Background: an optimization exercise with open tools, aiming at small area, a short achievable clock period and few clock cycles. Do not read the settings as production practice. Only simulation tests tie the RTL to the original design; equivalence was not proved. No activity file was given, so power comes from the tool's default toggle rates.

$ cat flow/design.v
typedef logic [127:0] rvga_cacheline;
typedef logic [31:0] rvga_word;
typedef logic [15:0] rvga_short;
typedef logic [7:0] rvga_byte;
typedef logic [4:0] rvga_reg;
typedef logic unsigned [6:0] rvga_funct7;
typedef logic unsigned [2:0] rvga_funct3;
typedef logic unsigned [3:0] rvga_wmask;
typedef logic unsigned [6:0] rvga_opcode;
typedef enum logic[6:0] {
    e_rvga_opcode_err     = 7'b0000000
    , e_rvga_opcode_lui   = 7'b0110111
    , e_rvga_opcode_auipc = 7'b0010111
    , e_rvga_opcode_jal   = 7'b1101111
    , e_rvga_opcode_jalr  = 7'b1100111
    , e_rvga_opcode_br    = 7'b1100011
    , e_rvga_opcode_ld    = 7'b0000011
    , e_rvga_opcode_st    = 7'b0100011
    , e_rvga_opcode_imm   = 7'b0010011
    , e_rvga_opcode_reg   = 7'b0110011
    , e_rvga_opcode_fence = 7'b0001111
    , e_rvga_opcode_misc  = 7'b1110011
} rvga_opcode_e;
typedef logic[2:0] rvga_inst_type;
typedef enum logic[2:0] {
    e_rvga_inst_type_e = 3'b000
    , e_rvga_inst_type_r = 3'b001
    , e_rvga_inst_type_i = 3'b010
    , e_rvga_inst_type_s = 3'b011
    , e_rvga_inst_type_b = 3'b100
    , e_rvga_inst_type_u = 3'b101
    , e_rvga_inst_type_j = 3'b110
} rvga_inst_type_e;
typedef logic[2:0] rvga_artop;
typedef enum logic[2:0] {
    e_rvga_artop_addsub  = 3'b000
    , e_rvga_artop_sll   = 3'b001 
    , e_rvga_artop_slt   = 3'b010
    , e_rvga_artop_sltu  = 3'b011
    , e_rvga_artop_xor   = 3'b100
    , e_rvga_artop_srx   = 3'b101
    , e_rvga_artop_or    = 3'b110
    , e_rvga_artop_and   = 3'b111
} rvga_artop_e;
typedef logic[2:0] rvga_brop;
typedef enum logic[2:0] {
    e_rvga_brop_beq    = 3'b000
    , e_rvga_brop_bne  = 3'b001
    , e_rvga_brop_blt  = 3'b100
    , e_rvga_brop_bge  = 3'b101
    , e_rvga_brop_bltu = 3'b110
    , e_rvga_brop_bgeu = 3'b111
} rvga_brop_e;
typedef logic[2:0] rvga_ldop;
typedef enum logic[2:0] {
    e_rvga_ldop_lb    = 3'b000
    , e_rvga_ldop_lh  = 3'b001
    , e_rvga_ldop_lw  = 3'b010
    , e_rvga_ldop_lbu = 3'b100
    , e_rvga_ldop_lhu = 3'b101
} rvga_ldop_e;
typedef logic[2:0] rvga_strop;
typedef enum logic[2:0] {
    e_rvga_strop_sb   = 3'b000
    , e_rvga_strop_sh = 3'b001
    , e_rvga_strop_sw = 3'b010
} rvga_strop_e;
typedef struct packed {
  rvga_word pc;
  rvga_opcode opcode;
  rvga_inst_type inst_type;
  rvga_reg rs1;
  rvga_reg rs2;
  rvga_reg rd;
  rvga_funct3 funct3;
  rvga_funct7 funct7;
  logic v;
  logic br_v;
  logic rd_w_v;
  logic imm_v;
  logic dmem_r_v;
  logic dmem_w_v;
  logic addpc_v;
  logic jmp_v;
  logic shift_v;
} rvga_cword;
typedef struct packed {
  rvga_word imm_data;
  rvga_word rs1_data;
  rvga_word rs2_data;
  rvga_word alu_result;
  rvga_word ld_result;
} rvga_dword;
module dff #(parameter width_p = 1
             , parameter reset_val_p = 0)
  ( input logic clk_i
    , input logic rst_i
    , input logic[width_p-1:0] i
    , input logic w_v_i
    , output logic[width_p-1:0] o
    );
logic[width_p-1:0] data_r, data_n;
always_comb begin
  data_n = i;
  o = data_r;
end
always_ff @(posedge clk_i) begin
  if (rst_i) begin
    data_r <= reset_val_p;
  end else if(w_v_i) begin
    data_r <= data_n;
  end else begin
    data_r <= data_r;
  end
end
endmodule
module mux #(parameter els_p = 2
             , parameter width_p = 1
	     )
  ( input logic [$clog2(els_p)-1:0] sel_i
    , input logic [els_p-1:0][width_p-1:0] i
   , output logic [width_p-1:0] o
   );
  assign o = i[sel_i];
endmodule
module adder #(parameter width_p = 1)
  ( input logic[width_p-1:0] a_i
    , input logic[width_p-1:0] b_i
    , output logic[width_p-1:0] o
    );
always_comb begin
  o = a_i + b_i;
end 
endmodule
module regfile #(parameter width_p = 32
                 , parameter els_p = 32
                 , parameter zero_init_p = 0
		         )
  ( input logic clk_i
    , input logic rst_i
    , input logic rd_w_v_i
    , input logic[$clog2(els_p)-1:0] rd_i
    , input logic[width_p-1:0] rd_data_i
    , input logic[$clog2(els_p)-1:0] rs1_i
    , output logic[width_p-1:0] rs1_data_o
    , input logic[$clog2(els_p)-1:0] rs2_i
    , output logic[width_p-1:0] rs2_data_o
    );
logic[width_p-1:0] phys_r[els_p-1:0];
always_comb begin
  rs1_data_o = (rd_w_v_i && (rs1_i == rd_i) && (rd_i != 0)) ? rd_data_i : phys_r[rs1_i];
  rs2_data_o = (rd_w_v_i && (rs2_i == rd_i) && (rd_i != 0)) ? rd_data_i : phys_r[rs2_i];
end
always_ff @(posedge clk_i) begin
  if (rst_i) begin
    for (integer i = 0; i < els_p; i++) begin
      if(zero_init_p) begin
        phys_r[i] <= '0;
      end else begin
        phys_r[i] <= i;
      end
    end
  end else if (rd_w_v_i) begin
    phys_r[rd_i] <= (rd_i == 0) ? 0 : rd_data_i;
  end
end
endmodule
module inst_decoder
  ( input rvga_word pc_i
    , input logic ir_v_i
    , input rvga_word ir_i
    , output rvga_cword decoded_o
    );
rvga_inst_type inst_type;
always_comb begin
  decoded_o.pc = pc_i;
  decoded_o.opcode = ir_i[6:0];
  decoded_o.rs1 = ir_i[19:15];
  decoded_o.rs2 = ir_i[24:20];
  decoded_o.rd = ir_i[11:7];
  decoded_o.funct3 = ir_i[14:12];
  decoded_o.funct7 = ir_i[31:25];
  decoded_o.v = ir_v_i;
  decoded_o.br_v = '0;
  decoded_o.rd_w_v = '0;
  decoded_o.imm_v = '0;
  decoded_o.dmem_r_v = '0;
  decoded_o.dmem_w_v = '0;
  decoded_o.addpc_v = '0;
  decoded_o.jmp_v = '0;
  decoded_o.shift_v = '0;
  case (decoded_o.opcode) 
    e_rvga_opcode_auipc: begin
      decoded_o.inst_type = e_rvga_inst_type_u;
      decoded_o.imm_v = '1;
      decoded_o.addpc_v = '1;
      decoded_o.rd_w_v = '1;
    end
    e_rvga_opcode_lui: begin
      decoded_o.inst_type = e_rvga_inst_type_u;
      decoded_o.funct3 = e_rvga_artop_addsub;
      decoded_o.funct7 = '0;
      decoded_o.rs1 = '0;
      decoded_o.imm_v = '1;
      decoded_o.rd_w_v = '1;
    end
    e_rvga_opcode_jal: begin
      decoded_o.inst_type = e_rvga_inst_type_j;
      decoded_o.addpc_v = '1;
      decoded_o.imm_v = '1;
      decoded_o.jmp_v = '1;
      decoded_o.rd_w_v = '1;
    end   
    e_rvga_opcode_jalr: begin 
      decoded_o.inst_type = e_rvga_inst_type_i;
      decoded_o.funct3 = e_rvga_artop_addsub;
      decoded_o.funct7 = '0;
      decoded_o.imm_v = '1;
      decoded_o.jmp_v = '1;
      decoded_o.rd_w_v = '1;
    end 
    e_rvga_opcode_imm: begin
      decoded_o.inst_type = e_rvga_inst_type_i;
      decoded_o.imm_v = '1;
      decoded_o.rd_w_v = '1;
      if((decoded_o.funct3 == e_rvga_artop_sll) || (decoded_o.funct3 == e_rvga_artop_srx)) begin
        decoded_o.shift_v = '1;
      end else begin
        decoded_o.funct7 = '0;
      end
    end
    e_rvga_opcode_reg: begin
      decoded_o.inst_type = e_rvga_inst_type_r;
      decoded_o.rd_w_v = '1;
      if((decoded_o.funct3 == e_rvga_artop_sll) || (decoded_o.funct3 == e_rvga_artop_srx)) begin
        decoded_o.shift_v = '1;
      end
    end
    e_rvga_opcode_br: begin
      decoded_o.inst_type = e_rvga_inst_type_b;
      decoded_o.br_v = '1;
      decoded_o.addpc_v = '1;
      decoded_o.imm_v = '1;
    end
    e_rvga_opcode_ld: begin
      decoded_o.inst_type = e_rvga_inst_type_i;
      decoded_o.imm_v = '1;
      decoded_o.dmem_r_v = '1;
      decoded_o.rd_w_v = '1;
    end
    e_rvga_opcode_st: begin
      decoded_o.inst_type = e_rvga_inst_type_s;
      decoded_o.imm_v = '1;
      decoded_o.dmem_w_v = '1;
    end
    default: begin
      decoded_o.inst_type = e_rvga_inst_type_e;
    end
  endcase
end
endmodule
module imm_construct
  ( input rvga_inst_type inst_type_i
    , input logic[31:7] imm_raw_i
    , input logic shift_v_i
    , output rvga_word imm_o
    );
logic[6:0] inst_unused;
always_comb begin
  case(inst_type_i)
    e_rvga_inst_type_i: if(shift_v_i) begin
                            imm_o = {27'b0, imm_raw_i[24:20]};
                        end else begin
                            imm_o = {{20{imm_raw_i[31]}}, imm_raw_i[31:20]};
                        end
    e_rvga_inst_type_s: imm_o = {{20{imm_raw_i[31]}}, imm_raw_i[31:25], imm_raw_i[11:7]};
    e_rvga_inst_type_b: imm_o = {{20{imm_raw_i[31]}}, imm_raw_i[7], imm_raw_i[30:25], imm_raw_i[11:8], 1'b0};
    e_rvga_inst_type_u: imm_o = {imm_raw_i[31:12], {12{1'b0}}};
    e_rvga_inst_type_j: imm_o = {{12{imm_raw_i[31]}}, imm_raw_i[19:12], imm_raw_i[20], imm_raw_i[30:21], 1'b0};
    default: imm_o = 0;
  endcase
end
endmodule
module decode_stage
  (input logic clk_i
   , input logic rst_i
   , input logic stall_v_i
   , input logic bubble_v_i
   , input rvga_word pc_i
   , input logic inst_v_i
   , input rvga_word inst_i
   , output rvga_cword cword_o
   , output logic[31:7] imm_raw_o
   , output logic br_v_o
   );
rvga_cword decoded;
rvga_word ir_n, ir_r;
logic ir_v_r;
rvga_word rvga_nop;
dff #(.width_p(32)
      ,.reset_val_p(32'h13)
      )
  ir(.clk_i(clk_i)
       ,.rst_i(rst_i)
       ,.i(ir_n)
       ,.w_v_i(~stall_v_i)
       ,.o(ir_r)
       );
  dff #(.width_p((1)))
 inst_v(.clk_i(clk_i)
        ,.rst_i(rst_i)
        ,.i(inst_v_i)
        ,.w_v_i(~stall_v_i)
        ,.o(ir_v_r)
        );
 mux #(.els_p(2)
       ,.width_p(32)
       )
 irmux(.sel_i(bubble_v_i)
       ,.i({rvga_nop, inst_i})
       ,.o(ir_n)
       );
 inst_decoder #()
       decoder (.pc_i(pc_i)
                ,.ir_v_i(ir_v_r)
                ,.ir_i(ir_r)
                ,.decoded_o(decoded)
                );
always_comb begin
  rvga_nop = 32'b0000_0000_0000_0000_0000_0000_0001_0011;
  cword_o = decoded;
  imm_raw_o = ir_r[31:7];
  br_v_o = decoded.br_v | decoded.jmp_v;
end
endmodule
module idrf_latch
  (input logic clk_i
   , input logic rst_i
   , input logic stall_v_i
   , input rvga_cword cword_i
   , output rvga_cword cword_o
   );
rvga_cword cword_n, cword_r;
   dff #(.width_p(76))
  cword (.clk_i(clk_i)
        ,.rst_i(rst_i)
        ,.w_v_i(~stall_v_i)
        ,.i(cword_i)
        ,.o(cword_r)
        );
always_comb begin
  cword_n = cword_i;
  cword_o = cword_r;
end
endmodule
module rfetch_stage
  (input logic clk_i
   , input logic rst_i
   , input logic stall_v_i
   , input rvga_cword cword_i
   , input rvga_reg rd_i
   , input rvga_word rd_data_i 
   , input logic rd_w_v_i
   , input logic[31:7] imm_raw_i
   , output rvga_word imm_data_o
   , output rvga_word rs1_data_o
   , output rvga_word rs2_data_o
   , output logic br_v_o
   );
logic[31:7] imm_raw_n, imm_raw_r;
  regfile #(.width_p(32)
            ,.els_p(32)
            ,.zero_init_p('1)
            )
   regfile (.clk_i(clk_i)
            ,.rst_i(rst_i)
            ,.rd_w_v_i(rd_w_v_i)
            ,.rd_i(rd_i)
            ,.rd_data_i(rd_data_i)
            ,.rs1_i(cword_i.rs1)
            ,.rs1_data_o(rs1_data_o)
            ,.rs2_i(cword_i.rs2)
            ,.rs2_data_o(rs2_data_o)
            );
     dff #(.width_p(25))
  imm_raw (.clk_i(clk_i)
           ,.rst_i(rst_i)
           ,.w_v_i(~stall_v_i)
           ,.i(imm_raw_n)
           ,.o(imm_raw_r)
           );
imm_construct #()
  imm_construct(.inst_type_i(cword_i.inst_type)
                ,.imm_raw_i(imm_raw_r[31:7])
                ,.shift_v_i(cword_i.shift_v)
                ,.imm_o(imm_data_o)
                );
always_comb begin
  imm_raw_n = imm_raw_i;
  br_v_o = cword_i.br_v | cword_i.jmp_v;
end
endmodule
module rfex_latch
  (input logic clk_i
   , input logic rst_i
   , input logic stall_v_i
   , input rvga_cword cword_i
   , output rvga_cword cword_o
   );
rvga_cword cword_n, cword_r;
   dff #(.width_p(76))
  cword (.clk_i(clk_i)
        ,.rst_i(rst_i)
        ,.w_v_i(~stall_v_i)
        ,.i(cword_i)
        ,.o(cword_r)
        );
always_comb begin
  cword_n = cword_i;
  cword_o = cword_r;
end
endmodule
module rvga_alu 
  ( input rvga_word a_i
    , input rvga_word b_i
    , input rvga_funct3 op_i
    , input logic alt_i
    , input logic addr_calc_v_i
    , output rvga_word o
    );
always_comb begin
  if (addr_calc_v_i) begin
    o = (a_i + b_i);
  end else begin
    case (op_i) 
      e_rvga_artop_addsub: o = alt_i ? (a_i - b_i) : (a_i + b_i);
      e_rvga_artop_sll: o = a_i << b_i;  
      e_rvga_artop_slt: o = {{31{'0}}, ($signed(a_i) < $signed(b_i))};
      e_rvga_artop_sltu: o = {{31{'0}}, ($unsigned(a_i) < $unsigned(b_i))};
      e_rvga_artop_xor: o = a_i ^ b_i;
      e_rvga_artop_srx: o = alt_i ? $signed($signed(a_i) >>> $signed(b_i)) : (a_i >> b_i);
      e_rvga_artop_or: o = a_i | b_i;   
      e_rvga_artop_and: o = a_i & b_i;
    endcase
  end
end
endmodule
module rvga_bru 
  ( input rvga_word a_i
    , input rvga_word b_i
    , input rvga_funct3 op_i
    , output logic o
    );
always_comb begin
  case (op_i) 
    e_rvga_brop_beq : o = (a_i == b_i);
    e_rvga_brop_bne : o = (a_i != b_i);
    e_rvga_brop_blt : o = ($signed(a_i) <  $signed(b_i));
    e_rvga_brop_bge : o = ($signed(a_i) >= $signed(b_i));
    e_rvga_brop_bltu: o = ($unsigned(a_i) < $unsigned(b_i));
    e_rvga_brop_bgeu: o = ($unsigned(a_i) >= $unsigned(b_i));
    default         : o = '0;
  endcase
end
endmodule
module execute_stage
  (input logic clk_i
   , input logic rst_i
   , input logic stall_v_i
   , input rvga_cword cword_i
   , input rvga_word imm_data_i
   , input rvga_word rs1_data_i
   , input rvga_word rs2_data_i
   , input logic forward_memory_execute_rs1_v_i
   , input logic forward_memory_execute_rs2_v_i
   , input logic forward_writeback_execute_rs1_v_i
   , input logic forward_writeback_execute_rs2_v_i 
   , input rvga_word memory_rd_data_i
   , input rvga_word writeback_rd_data_i
   , output rvga_word alu_result_o
   , output logic bru_result_o
   , output rvga_word st_data_o
   , output logic br_v_o
   );
rvga_word rs1_mux_o, rs2_mux_o;
rvga_word alua_mux_o, alub_mux_o;
rvga_word imm_data_r, rs1_data_r, rs2_data_r;
    mux #(.els_p(4)
          ,.width_p(32)
          )
 rs1_mux (.sel_i({forward_memory_execute_rs1_v_i, forward_writeback_execute_rs1_v_i})
          ,.i({memory_rd_data_i, memory_rd_data_i, writeback_rd_data_i, rs1_data_r})
          ,.o(rs1_mux_o)
          );
    mux #(.els_p(4)
          ,.width_p(32)
          )
 rs2_mux (.sel_i({forward_memory_execute_rs2_v_i, forward_writeback_execute_rs2_v_i})
          ,.i({memory_rd_data_i, memory_rd_data_i, writeback_rd_data_i, rs2_data_r})
          ,.o(rs2_mux_o)
          );
mux #(.els_p(2)
      ,.width_p(32)
      )
amux (.sel_i(cword_i.addpc_v)
      ,.i({cword_i.pc, rs1_mux_o})
      ,.o({alua_mux_o})
      );
mux #(.els_p(4)
      ,.width_p(32)            
      )
bmux (.sel_i({cword_i.imm_v, cword_i.shift_v})
      ,.i({imm_data_r, imm_data_r, {27'b0, rs2_mux_o[4:0]}, rs2_mux_o})
      ,.o({alub_mux_o})
      );
rvga_alu #()
      alu (.a_i(alua_mux_o)
           ,.b_i(alub_mux_o)
           ,.op_i(cword_i.funct3)
           ,.alt_i(cword_i.funct7[5])
           ,.addr_calc_v_i(cword_i.addpc_v || cword_i.dmem_r_v || cword_i.dmem_w_v)
           ,.o(alu_result_o)
           );
 rvga_bru #()
       bru (.a_i(rs1_mux_o)
            ,.b_i(rs2_mux_o)
            ,.op_i(cword_i.funct3)
            ,.o(bru_result_o)
            );
     dff #(.width_p(32)) 
 rs1_data (.clk_i(clk_i)
           ,.rst_i(rst_i)
           ,.w_v_i(~stall_v_i)
           ,.i(rs1_data_i)
           ,.o(rs1_data_r)
           );
     dff #(.width_p(32)) 
 rs2_data (.clk_i(clk_i)
           ,.rst_i(rst_i)
           ,.w_v_i(~stall_v_i)
           ,.i(rs2_data_i)
           ,.o(rs2_data_r)
           );
     dff #(.width_p(32)) 
 imm_data (.clk_i(clk_i)
           ,.rst_i(rst_i)
           ,.w_v_i(~stall_v_i)
           ,.i(imm_data_i)
           ,.o(imm_data_r)
           );
always_comb begin
  br_v_o = cword_i.br_v | cword_i.jmp_v;
  st_data_o = rs2_mux_o;
end
endmodule
module exmem_latch
  (input logic clk_i
   , input logic rst_i
   , input logic stall_v_i
   , input rvga_cword cword_i
   , output rvga_cword cword_o
   );
rvga_cword cword_n, cword_r;
   dff #(.width_p(76))
  cword (.clk_i(clk_i)
        ,.rst_i(rst_i)
        ,.w_v_i(~stall_v_i)
        ,.i(cword_i)
        ,.o(cword_r)
        );
always_comb begin
  cword_n = cword_i;
  cword_o = cword_r;
end
endmodule
module memory_slicer
  ( input rvga_word ld_data_i
    , input rvga_word st_data_i
    , input rvga_funct3 op_i
    , output rvga_wmask wmask_o
    , output rvga_word  ld_result_o
    , output rvga_word  st_result_o
   );
always_comb begin
  case(op_i)
    e_rvga_ldop_lb : ld_result_o = {{24{ld_data_i[7]}}, ld_data_i[7:0]};
    e_rvga_ldop_lh : ld_result_o = {{16{ld_data_i[15]}},ld_data_i[15:0]};
    e_rvga_ldop_lw : ld_result_o = ld_data_i[31:0];
    e_rvga_ldop_lbu: ld_result_o = {{24{'0}}, ld_data_i[7:0]};
    e_rvga_ldop_lhu: ld_result_o = {{16{'0}}, ld_data_i[15:0]};
    default: ld_result_o = '0;
  endcase
  case(op_i)
    e_rvga_strop_sb : begin 
                        st_result_o = {{24{st_data_i[7]}}, st_data_i[7:0]};
                        wmask_o = 4'b0001;
                      end
    e_rvga_strop_sh : begin 
                        st_result_o = {{16{st_data_i[15]}}, st_data_i[15:0]};
                        wmask_o = 4'b0011;
                      end
    e_rvga_strop_sw : begin 
                        st_result_o = st_data_i[31:0];
                        wmask_o = 4'b1111;
                      end
    default:          begin 
                        st_result_o = '0;
                        wmask_o = '0;
                      end
  endcase
end
endmodule
module memory_stage
  (input logic clk_i
   , input logic rst_i
   , input logic stall_v_i
   , input rvga_cword cword_i
   , input rvga_word alu_result_i
   , input logic bru_result_i
   , input rvga_word st_data_i
   , output logic dmem_r_v_o
   , output logic dmem_w_v_o
   , output rvga_word dmem_addr_o
   , input rvga_word dmem_data_i
   , output rvga_word dmem_data_o   
   , output rvga_wmask dmem_wmask_o
   , output logic btaken_o
   , output rvga_word alu_or_ld_result_o   
   , output logic br_v_o  
   );
 rvga_word st_data_n, st_data_r;
 logic bru_result_n, bru_result_r;
 rvga_word alu_result_r;
 rvga_word ld_result;
    mux #(.els_p(2)
          ,.width_p(32)
          )
result_mux(.sel_i(cword_i.dmem_r_v)
          ,.i({ld_result, alu_result_r})
          ,.o(alu_or_ld_result_o)
          );    
  memory_slicer #()
           slicer(.ld_data_i(dmem_data_i)
                  ,.st_data_i(st_data_r)
                  ,.op_i(cword_i.funct3)
                  ,.wmask_o(dmem_wmask_o)
                  ,.ld_result_o(ld_result)
                  ,.st_result_o(dmem_data_o)
                  );
        dff #(.width_p(32))
  alu_result(.clk_i(clk_i)
              ,.rst_i(rst_i)
              ,.w_v_i(~stall_v_i)
              ,.i(alu_result_i)
              ,.o(alu_result_r)
              );
      dff #(.width_p(32))
    st_data(.clk_i(clk_i)
            ,.rst_i(rst_i)
            ,.w_v_i(~stall_v_i)
            ,.i(st_data_n)
            ,.o(st_data_r)
            );
      dff #(.width_p(1))
 bru_result(.clk_i(clk_i)
            ,.rst_i(rst_i)
            ,.w_v_i(~stall_v_i)
            ,.i(bru_result_n)
            ,.o(bru_result_r)
            );      
always_comb begin
  st_data_n = st_data_i;
  bru_result_n = bru_result_i;
  dmem_r_v_o = cword_i.dmem_r_v;
  dmem_w_v_o = cword_i.dmem_w_v;
  dmem_addr_o = alu_result_r;
  btaken_o = cword_i.jmp_v || (cword_i.br_v && bru_result_r);
  br_v_o = cword_i.jmp_v || cword_i.br_v;
end
endmodule
module memwb_latch
  (input logic clk_i
   , input logic rst_i
   , input logic stall_v_i
   , input rvga_cword cword_i
   , output rvga_cword cword_o
   , input rvga_word alu_or_ld_result_i
   , output rvga_word alu_or_ld_result_o
   , input logic btaken_i
   , output logic btaken_o
   );
rvga_cword cword_n, cword_r;
rvga_word alu_or_ld_result_n, alu_or_ld_result_r;
logic btaken_n, btaken_r;
   dff #(.width_p(76))
  cword (.clk_i(clk_i)
        ,.rst_i(rst_i)
        ,.w_v_i(~stall_v_i)
        ,.i(cword_i)
        ,.o(cword_r)
        );
             dff #(.width_p(32))
 alu_or_ld_result (.clk_i(clk_i)
                   ,.rst_i(rst_i)
                   ,.w_v_i(~stall_v_i)
                   ,.i(alu_or_ld_result_n)
                   ,.o(alu_or_ld_result_r)
                   );
   dff #(.width_p(1))
 btaken (.clk_i(clk_i)
         ,.rst_i(rst_i)
         ,.w_v_i(~stall_v_i)
         ,.i(btaken_n)
         ,.o(btaken_r)
         );
always_comb begin
  cword_n = cword_i;
  cword_o = cword_r;
  alu_or_ld_result_n = alu_or_ld_result_i;
  alu_or_ld_result_o = alu_or_ld_result_r;
  btaken_n = btaken_i;
  btaken_o = btaken_r;
end
endmodule
module writeback_stage  
  (input logic clk_i
   , input logic rst_i
   , input logic stall_v_i
   , input rvga_cword cword_i
   , input rvga_word alu_or_ld_result_i
   , input logic btaken_i
   , output logic br_v_o
   , output logic btaken_o
   , output rvga_word btgt_o
   , output rvga_reg rd_o
   , output rvga_word rd_data_o 
   , output logic rd_w_v_o
   );
logic rdmux_sel;
rvga_word pc_plus4, rvga_zero;
rvga_word rdmux_o;
  mux #(.els_p(2)
        ,.width_p(32)
        )
 rdmux (.sel_i(cword_i.jmp_v)
        ,.i({pc_plus4, alu_or_ld_result_i})
        ,.o(rdmux_o)
        );    
  adder #(.width_p(32))
  pc_inc (.a_i(cword_i.pc)
          ,.b_i(32'd4)
          ,.o(pc_plus4)
          );   
always_comb begin
  rd_o = cword_i.rd;
  rd_w_v_o = cword_i.rd_w_v;
  rd_data_o = rdmux_o;
  br_v_o = cword_i.jmp_v || cword_i.br_v;
  btaken_o = btaken_i;
  btgt_o = alu_or_ld_result_i;
end
endmodule
module ifetch_stage
  (input logic clk_i
   , input logic rst_i
   , output rvga_word imem_addr_o
   , input rvga_word imem_data_i
   , input logic stall_v_i
   , input logic bubble_v_i
   , output rvga_word pc_o
   , output logic inst_v_o
   , output rvga_word inst_o
   , input logic btaken_i
   , input rvga_word btgt_i
   );
rvga_word prev_pc_r, pc_r, pcmux_o;
rvga_word pc_plus4; 
dff #(.width_p(32)
      )
 pc(.clk_i(clk_i)
      ,.rst_i(rst_i)
      ,.i(pcmux_o)
      ,.w_v_i(~(stall_v_i || (bubble_v_i && ~btaken_i)))
      ,.o(pc_r)
      );
   dff #(.width_p(32)
         )
 prev_pc(.clk_i(clk_i)
         ,.rst_i(rst_i)
         ,.i(pc_r)
         ,.w_v_i(~(stall_v_i || (bubble_v_i && ~btaken_i)))
         ,.o(prev_pc_r)
         );
 mux #(.els_p(2)
       ,.width_p(32)
       )
 pcmux(.sel_i(btaken_i)
       ,.i({btgt_i, pc_plus4})
       ,.o(pcmux_o)
       );
adder #(.width_p(32)
        ) 
 pc_inc (.a_i(pc_r)
         ,.b_i(32'd4)
         ,.o(pc_plus4)
         );
always_comb begin
  imem_addr_o = pc_r;
  pc_o = prev_pc_r;
  inst_o = imem_data_i;
  inst_v_o = ~bubble_v_i;
end
endmodule
module hazard
  ( input logic imem_read_v_i
    , input logic imem_resp_v_i
    , input logic dmem_read_v_i
    , input logic dmem_resp_v_i
    , input logic decode_br_v_i
    , input logic rfetch_br_v_i
    , input logic execute_br_v_i
    , input logic memory_br_v_i
    , input logic writeback_br_v_i
    , output logic hazard_stall_v_o
    , output logic bubble_v_o
    );
always_comb begin
  hazard_stall_v_o = (imem_read_v_i && ~imem_resp_v_i) || (dmem_read_v_i && ~dmem_resp_v_i);
  bubble_v_o = decode_br_v_i || rfetch_br_v_i || execute_br_v_i || memory_br_v_i || writeback_br_v_i;
end
endmodule
module forwarding
  ( input logic memory_rd_w_v_i
    , input rvga_reg memory_rd_i
    , input logic writeback_rd_w_v_i
    , input rvga_reg writeback_rd_i
    , input rvga_reg execute_rs1_i
    , input rvga_reg execute_rs2_i
    , input logic execute_rs1_v_i
    , input logic execute_rs2_v_i
    , output logic forward_memory_execute_rs1_v_o
    , output logic forward_memory_execute_rs2_v_o
    , output logic forward_writeback_execute_rs1_v_o
    , output logic forward_writeback_execute_rs2_v_o
  );
always_comb begin
  forward_memory_execute_rs1_v_o = execute_rs1_v_i && (memory_rd_w_v_i && (memory_rd_i == execute_rs1_i) && (memory_rd_i != 0));
  forward_memory_execute_rs2_v_o = execute_rs2_v_i && (memory_rd_w_v_i && (memory_rd_i == execute_rs2_i) && (memory_rd_i != 0));
  forward_writeback_execute_rs1_v_o = execute_rs1_v_i && (writeback_rd_w_v_i && (writeback_rd_i == execute_rs1_i) && (writeback_rd_i != 0));
  forward_writeback_execute_rs2_v_o = execute_rs2_v_i && (writeback_rd_w_v_i && (writeback_rd_i == execute_rs2_i) && (writeback_rd_i != 0));
end
endmodule
module rvga_top #()
(
    input logic clk_i
    , input logic rst_i
    , output rvga_word imem_addr_o
    , input rvga_word imem_data_i
    , input logic imem_resp_v_i
	, output logic dmem_r_v_o
    , output logic dmem_w_v_o
    , output rvga_word dmem_addr_o
    , input rvga_word dmem_data_i
    , output rvga_word dmem_data_o
    , output rvga_wmask dmem_wmask_o
    , input logic dmem_resp_v_i
);
rvga_word pc;
rvga_word inst;
logic inst_v;
rvga_inst_type decode_inst_type;
logic[31:7] decode_imm_raw;
rvga_word rfetch_imm_data;
rvga_word rfetch_rs1_data;
rvga_word rfetch_rs2_data;
rvga_word execute_st_data;
logic hazard_stall_v;
logic bubble_v;
logic forward_writeback_execute_rs1_v, forward_writeback_execute_rs2_v, forward_memory_execute_rs1_v, forward_memory_execute_rs2_v;
rvga_cword decode_cword, idrf_cword, rfex_cword, exmem_cword, memwb_cword, debug_cword;
logic decode_br_v, rfetch_br_v, execute_br_v, memory_br_v, writeback_br_v;
rvga_word writeback_rd_data;
logic writeback_btaken;
rvga_word writeback_btgt;
rvga_reg writeback_rd;
rvga_word memory_alu_or_ld_result, memwb_alu_or_ld_result; 
logic writeback_rd_w_v;
rvga_word execute_alu_result;
logic execute_bru_result;
logic bru_result;
logic memory_btaken, memwb_btaken;
  ifetch_stage ifetch(.clk_i(clk_i)
                      ,.rst_i(rst_i)
                      ,.imem_addr_o(imem_addr_o)
                      ,.imem_data_i(imem_data_i)
                      ,.stall_v_i(hazard_stall_v)
                      ,.bubble_v_i(bubble_v)
                      ,.pc_o(pc)
                      ,.inst_v_o(inst_v)
                      ,.inst_o(inst)
                      ,.btaken_i(writeback_btaken)
                      ,.btgt_i(writeback_btgt)
                      );
  decode_stage decode(.clk_i(clk_i)
                      ,.rst_i(rst_i)
                      ,.stall_v_i(hazard_stall_v)
                      ,.bubble_v_i(bubble_v)
                      ,.pc_i(pc)
                      ,.inst_v_i(inst_v)
                      ,.inst_i(inst)
                      ,.cword_o(decode_cword)
                      ,.imm_raw_o(decode_imm_raw)
                      ,.br_v_o(decode_br_v)
                      );
  idrf_latch idrf(.clk_i(clk_i)
                  ,.rst_i(rst_i)
                  ,.stall_v_i(hazard_stall_v)
                  ,.cword_i(decode_cword)
                  ,.cword_o(idrf_cword)
                  );
  rfetch_stage rfetch(.clk_i(clk_i)
                      ,.rst_i(rst_i)
                      ,.stall_v_i(hazard_stall_v)
                      ,.cword_i(idrf_cword)
                      ,.rd_i(writeback_rd)
                      ,.rd_data_i(writeback_rd_data) 
                      ,.rd_w_v_i(writeback_rd_w_v)
                      ,.imm_raw_i(decode_imm_raw)
                      ,.imm_data_o(rfetch_imm_data)
                      ,.rs1_data_o(rfetch_rs1_data)
                      ,.rs2_data_o(rfetch_rs2_data)
                      ,.br_v_o(rfetch_br_v)
                      );
  rfex_latch rfex(.clk_i(clk_i)
                  ,.rst_i(rst_i)
                  ,.stall_v_i(hazard_stall_v)
                  ,.cword_i(idrf_cword)
                  ,.cword_o(rfex_cword)
                  );
  execute_stage execute(.clk_i(clk_i)
                        ,.rst_i(rst_i)
                        ,.stall_v_i(hazard_stall_v)
                        ,.cword_i(rfex_cword)
                        ,.imm_data_i(rfetch_imm_data)
                        ,.rs1_data_i(rfetch_rs1_data)
                        ,.rs2_data_i(rfetch_rs2_data)
                        ,.forward_memory_execute_rs1_v_i(forward_memory_execute_rs1_v)
                        ,.forward_memory_execute_rs2_v_i(forward_memory_execute_rs2_v)
                        ,.forward_writeback_execute_rs1_v_i(forward_writeback_execute_rs1_v)
                        ,.forward_writeback_execute_rs2_v_i(forward_writeback_execute_rs2_v)                          
                        ,.memory_rd_data_i(memory_alu_or_ld_result)           
                        ,.writeback_rd_data_i(writeback_rd_data)   
                        ,.alu_result_o(execute_alu_result)
                        ,.bru_result_o(execute_bru_result)  
                        ,.st_data_o(execute_st_data)
                        ,.br_v_o(execute_br_v)
                        );
  exmem_latch exmem(.clk_i(clk_i)
                    ,.rst_i(rst_i)
                    ,.stall_v_i(hazard_stall_v)
                    ,.cword_i(rfex_cword)
                    ,.cword_o(exmem_cword)
                    );
  memory_stage memory(.clk_i(clk_i)
                      ,.rst_i(rst_i)
                      ,.stall_v_i(hazard_stall_v)
                      ,.cword_i(exmem_cword)
                      ,.alu_result_i(execute_alu_result)
                      ,.bru_result_i(execute_bru_result)
                      ,.st_data_i(execute_st_data)
                      ,.dmem_r_v_o(dmem_r_v_o)
                      ,.dmem_w_v_o(dmem_w_v_o)
                      ,.dmem_addr_o(dmem_addr_o)
                      ,.dmem_data_i(dmem_data_i)
                      ,.dmem_data_o(dmem_data_o)
                      ,.dmem_wmask_o(dmem_wmask_o)
                      ,.btaken_o(memory_btaken)
                      ,.alu_or_ld_result_o(memory_alu_or_ld_result)
                      ,.br_v_o(memory_br_v)
                      );
  memwb_latch memwb(.clk_i(clk_i)
                    ,.rst_i(rst_i)
                    ,.stall_v_i(hazard_stall_v)
                    ,.cword_i(exmem_cword)
                    ,.cword_o(memwb_cword)
                    ,.alu_or_ld_result_i(memory_alu_or_ld_result)
                    ,.alu_or_ld_result_o(memwb_alu_or_ld_result)
                    ,.btaken_i(memory_btaken)
                    ,.btaken_o(memwb_btaken)
                    );
  writeback_stage writeback(.clk_i(clk_i)
                            ,.rst_i(rst_i)
                            ,.stall_v_i(hazard_stall_v)
                            ,.cword_i(memwb_cword)
                            ,.alu_or_ld_result_i(memwb_alu_or_ld_result)
                            ,.rd_o(writeback_rd)
                            ,.rd_data_o(writeback_rd_data)
                            ,.rd_w_v_o(writeback_rd_w_v)
                            ,.btaken_i(memwb_btaken)
                            ,.br_v_o(writeback_br_v)
                            ,.btaken_o(writeback_btaken)
                            ,.btgt_o(writeback_btgt)
                            );
  hazard hazard(.imem_read_v_i('1)
                ,.imem_resp_v_i(imem_resp_v_i)
                ,.dmem_read_v_i(dmem_r_v_o)
                ,.dmem_resp_v_i(dmem_resp_v_i)
                ,.decode_br_v_i(decode_br_v)
                ,.rfetch_br_v_i(rfetch_br_v)
                ,.execute_br_v_i(execute_br_v)
                ,.memory_br_v_i(memory_br_v)
                ,.writeback_br_v_i(writeback_br_v)
                ,.hazard_stall_v_o(hazard_stall_v)
                ,.bubble_v_o(bubble_v)
                ); 
  forwarding #()
    forward(.memory_rd_w_v_i(exmem_cword.rd_w_v)
            ,.memory_rd_i(exmem_cword.rd)
            ,.writeback_rd_w_v_i(memwb_cword.rd_w_v)
            ,.writeback_rd_i(memwb_cword.rd)
            ,.execute_rs1_i(rfex_cword.rs1)
            ,.execute_rs2_i(rfex_cword.rs2)
            ,.execute_rs1_v_i(~rfex_cword.addpc_v || rfex_cword.br_v)
            ,.execute_rs2_v_i(~rfex_cword.imm_v || rfex_cword.br_v || rfex_cword.dmem_w_v)
            ,.forward_memory_execute_rs1_v_o(forward_memory_execute_rs1_v)
            ,.forward_memory_execute_rs2_v_o(forward_memory_execute_rs2_v)
            ,.forward_writeback_execute_rs1_v_o(forward_writeback_execute_rs1_v)
            ,.forward_writeback_execute_rs2_v_o(forward_writeback_execute_rs2_v)
            );
endmodule
$ cat flow/run.sh
#!/bin/bash
# synth_recipe.tcl (not shown) runs the flow's synth.tcl, then flattens the netlist and writes it again
# the make line also repeats each setting of config.mk as NAME=value (left out here)
make -C /OpenROAD-flow-scripts/flow DESIGN_CONFIG=/design/flow/config.mk WORK_HOME=/design/flow/orfs CLKGATE_MAP_FILE= SYNTH_SCRIPT=/design/flow/synth_recipe.tcl finish
$ cat flow/config.mk
export PLATFORM = sky130hd
export DESIGN_NAME = rvga_top
export DESIGN_NICKNAME = rvga_top
export VERILOG_FILES = /design/flow/design.v
export SDC_FILE = /design/flow/constraint.sdc
export NUM_CORES = 4
export LEC_CHECK = 0
export CAP_MARGIN = 20
export CORE_MARGIN = 2
export CORE_UTILIZATION = 40
export SLEW_MARGIN = 20
$ cat flow/constraint.sdc
create_clock -name core_clock -period 9.0 [get_ports {clk_i}]
set_input_delay 1.8000 -clock core_clock [delete_from_list [all_inputs] [get_ports {clk_i}]]
set_output_delay 1.8000 -clock core_clock [all_outputs]
set_load 0.01 [all_outputs]
==> run summary <==
[tightest hold or removal path: cells and delay by family, from the launching register on]
| family | cells | cell delay (ns) |
|---|---|---|
| simple gates | 1 | 0.05 |
| compound gates | 1 | 0.05 |
| flops | 1 | 0.31 |
[flip-flops by register name, summed over array words and instances, names as in the netlist, 15 cells and up, named ones only]
register / flops
execute.imm_data.data_r: 32
rfex.cword.data_r: 59
decode.ir.data_r: 32
ifetch.prev_pc.data_r: 32
rfetch.regfile.phys_r: 1024
memwb.cword.data_r: 40
idrf.cword.data_r: 62
memory.alu_result.data_r: 32
execute.rs1_data.data_r: 32
memory.st_data.data_r: 32
exmem.cword.data_r: 45
execute.rs2_data.data_r: 32
memwb.alu_or_ld_result.data_r: 32
ifetch.pc.data_r: 30
rfetch.imm_raw.data_r: 15
[cell families after synthesis]
family | Yosys count | synth area share
other | 1 | 0.00004342
xor gates and xnor gates | 65 | 0.006592
AOI/OAI and AO/OA | 1541 | 0.1149
adders and majority gates | 132 | 0.01930
DFF | 1545 | 0.4769
muxes | 914 | 0.1997
and+or+nand+nor | 2957 | 0.1433
buffers and inverters | 869 | 0.03935
[per-layer routing]
layer	global-route usage	wire length, um	part of all wire	vias up
met3	0.07521	37800	0.11	1009
li1	-	-	-	29450
met4	0.1832	23670	0.066	20
met1	0.4079	133000	0.37	35300
met2	0.4950	162400	0.45	4418
met5	0	131	0.00037	-
[cell type report]
class / instances / share of cell area
Multi-Input combinational cell: 5641 / 0.4363
Sequential cell: 1545 / 0.4259
Clock buffer: 231 / 0.04814
Timing Repair Buffer: 405 / 0.03766
Tap cell: 2838 / 0.03669
Clock inverter: 80 / 0.009812
Inverter: 138 / 0.005365
Antenna cell: 5 / 0.0001293
[stage by stage]
step / hold slack, ns / utilization
2_1_floorplan: 0.4259 / -
3_3_place_gp: 0.4340 / 0.4241
3_5_place_dp: 0.4454 / 0.4245
4_1_cts: 0.4383 / 0.4506
5_1_grt: 0.4631 / 0.4509
6_report: 0.4380 / 0.4510
[power by group]
group	switching [mW]	leakage, nW	internal, mW
clock	3.06	2.71	4.06
combinational	1.62	14.2	0.852
sequential	0.211	14.8	7.78
total	4.89	31.7	12.7
[cell usage after synthesis, types with 66 or more instances]
cell      instances  share of area
nor2_1         1418          0.062
nand2_1        1025          0.045
edfxtp_1       1024           0.36
mux4_2          640           0.17
a21oi_1         584          0.034
clkbuf_1        579          0.025
dfxtp_1         521           0.12
mux2i_1         223          0.026
o21ai_0         203          0.012
ha_1            130          0.019
inv_1           129         0.0056
o211ai_1         96         0.0083
nor3_1           90         0.0052
buf_1            87         0.0038
a22oi_1          76         0.0066
a31oi_1          76         0.0055
nand2b_1         72         0.0052
nand3_1          66         0.0038
[worst paths after layout]
kind / start / slack, ns / to / cells after the start
worst max-delay path: memwb.cword.data_r[19] / 1.52 / memory.alu_result.data_r[9] / 19
worst min-delay path: exmem.cword.data_r[50] / 0.44 / memwb.cword.data_r[50] / 2
worst max register to register: memwb.cword.data_r[19] / 1.52 / memory.alu_result.data_r[9] / 19
worst min register to register: exmem.cword.data_r[50] / 0.44 / memwb.cword.data_r[50] / 2
==> summary.txt <==
Final layout
  – Area of the multi-input gates: 0.04223 mm2
  – NumNets Final: 8101
  – Design area: 0.09679 mm2
  – Non-filler cells, final: 10880
  – Most frequent cells in the layout: nor2_1, edfxtp_1, nand2_1, mux4_2, a21oi_1
  – Layout fillers: 19820
  – Register Area: 0.04122 mm2
  – Layout cell share with drive strength beyond 1: 0.1664
  – Layout area overhead: 12.08%
  – Most common cell after layout, fill and taps aside: nor2_1

Floorplanning
  – Die area: 0.2196 mm2
  – IO Pins: 170
  – Starting Density: 0.4024
  – Die height: 468.6 um
  – Std-Cell Rows: 170
  – Core area: 0.2146 mm2
  – Die Wd: 468.6 um

Worst hold path
  – Hold crit path type: reg2reg

Yosys
  – Post-synthesis sequential area ratio: 0.4769
  – Unique masters post-synth: 108
  – Mean Syn Cell Area: 10.76 um2
  – Mapped Cells: 8024
  – Post-Syn Area: 0.08636 mm2
  – Post-synth EDFFs: 1024
  – Warnings, synthesis: 24
  – Post-synthesis async set-or-reset flop share: 0
  – Dominant synthesized flop cell: edfxtp_1
  – #FFs+latches synth: 1545

Detailed routing
  – WL/cell: 32.81 um
  – Detailed Route Iter0 Violations: 10280
  – DRT antenna net count: 0
  – Drt total wl: 357100 um
  – Routed via count: 70200
  – Number of remaining DRC errors: 0
  – DR vias/cell: 6.450
  – Drt pass-1 iters: 8

STA
  – Final setup margin: 1.523 ns
  – Worst-Margin Slew: 1.358 ns
  – Total negative slack: 0 ns
  – Fin crit share: 0.8307
  – Slew Limit Fails: 0
  – Final Hold Fails: 0
  – RSZ-0062 raised after global routing: false
  – Worst Skew: 0.06636 ns
  – Relative slew slack: 0.08847
  – Max Clock Freq: 133.8 MHz
  – Setup-failing EPs final: 0
  – Minimum clock period: 7.477 ns

Setup path
  – Slowest-stage cell, CP: o31ai_1
  – CP top delay family: compound AO/OA/AOI/OAI gates
  – Worst path max stage delay: 1.12 ns
  – Critical path class: reg2reg
  – CP Max Fanout: 18
  – CP Capture Type: register
  – Crit start category: register
  – Required @ worst endpoint: 9.67 ns
  – CP cell instances: xnor2_1 -> nand2_1 -> o31ai_1 -> a31oi_1 -> mux2i_1 -> inv_1 -> ha_1 -> a21oi_1 -> o21bai_1 -> a211oi_1 -> o21ai_0 -> a21oi_1 -> a31oi_1 -> xnor2_1 -> a311oi_1 -> o311a_1 -> o31ai_1 -> a221oi_1 -> nor3_1
  – CP Buf/Inv Count: 1
  – Crit path DAT: 8.15 ns

Place
  – PortBufs: 169
  – Pre-CTS setup slack: 1.252 ns
  – Final HPWL DP: 241200 um
  – Final Wtd Congestion: 1.063
  – Placed cell count: 10570
  – Placed Area: 0.09110 mm2

Clock network
  – CTS tree: built
  – CTS Hold Bufs: 0
  – Clk pin slew, worst setup/hold paths: 0.06 ns
  – Setup bufs post-CTS: 0
  – Clock Path Buffers: 3
  – Total clock sinks: 1545
  – Total number of H-tree levels: 4
  – CTS Root Cell: clkbuf_16
  – Resized cells post-CTS: 0
  – Skew-Pair Late Insertion Delay: 0.85 ns
  – Inserted Clock Buffers: 170

Global route
  – Initial antenna violation count: 15
  – Vias in the first global route: 67620
  – First-pass GRT wire length: 503300 um
  – Largest net degree at the start of global routing: 201
  – Grt total ovfl: 0
  – Total GRT Usage: 0.3187

Power
  – Pleak: 31.71 nW
  – Total power: 17.58 mW
  – Power per standard cell area: 181.6 mW/mm2
  – Peak VDD IR: 0.1872 mV

Job
  – Maxcap violations: 0

Run status
  – Outcome: complete, no violations
Testbench counts, summed over its fixed seeds: cycles 262,573.

port drivers added, routing unchanged:
The flow's constraints put no driver on any port. The routed layout listed below was extracted and timed again, unchanged, in two steps. Step 1 (the two cells are an assumption about what drives the block):
set clk [get_ports {clk_i}]
set_driving_cell -lib_cell sky130_fd_sc_hd__clkbuf_16 $clk
set_driving_cell -lib_cell sky130_fd_sc_hd__buf_2 [delete_from_list [all_inputs] $clk]
Step 2 adds t to the input delays and takes it off the output delays; t is the mean of the earliest and latest rising clock arrival at the registers after step 1. Input paths then give back, and output paths get back, about the clock's delay inside the block. Slacks: ideal ports / drivers / drivers and shift; pairs: ideal ports / drivers.
shift t [ns]: 0.914
setup WS [ns]: 1.523 / 1.523 / 0.761
worst setup path at the end: input to register
clock arrival spread, ns: 0.067 / 0.066
After both steps this run still meets setup and hold. For this run, drivers alone change the setup slack by 0.000 ns; drivers and shift together by -0.762 ns.
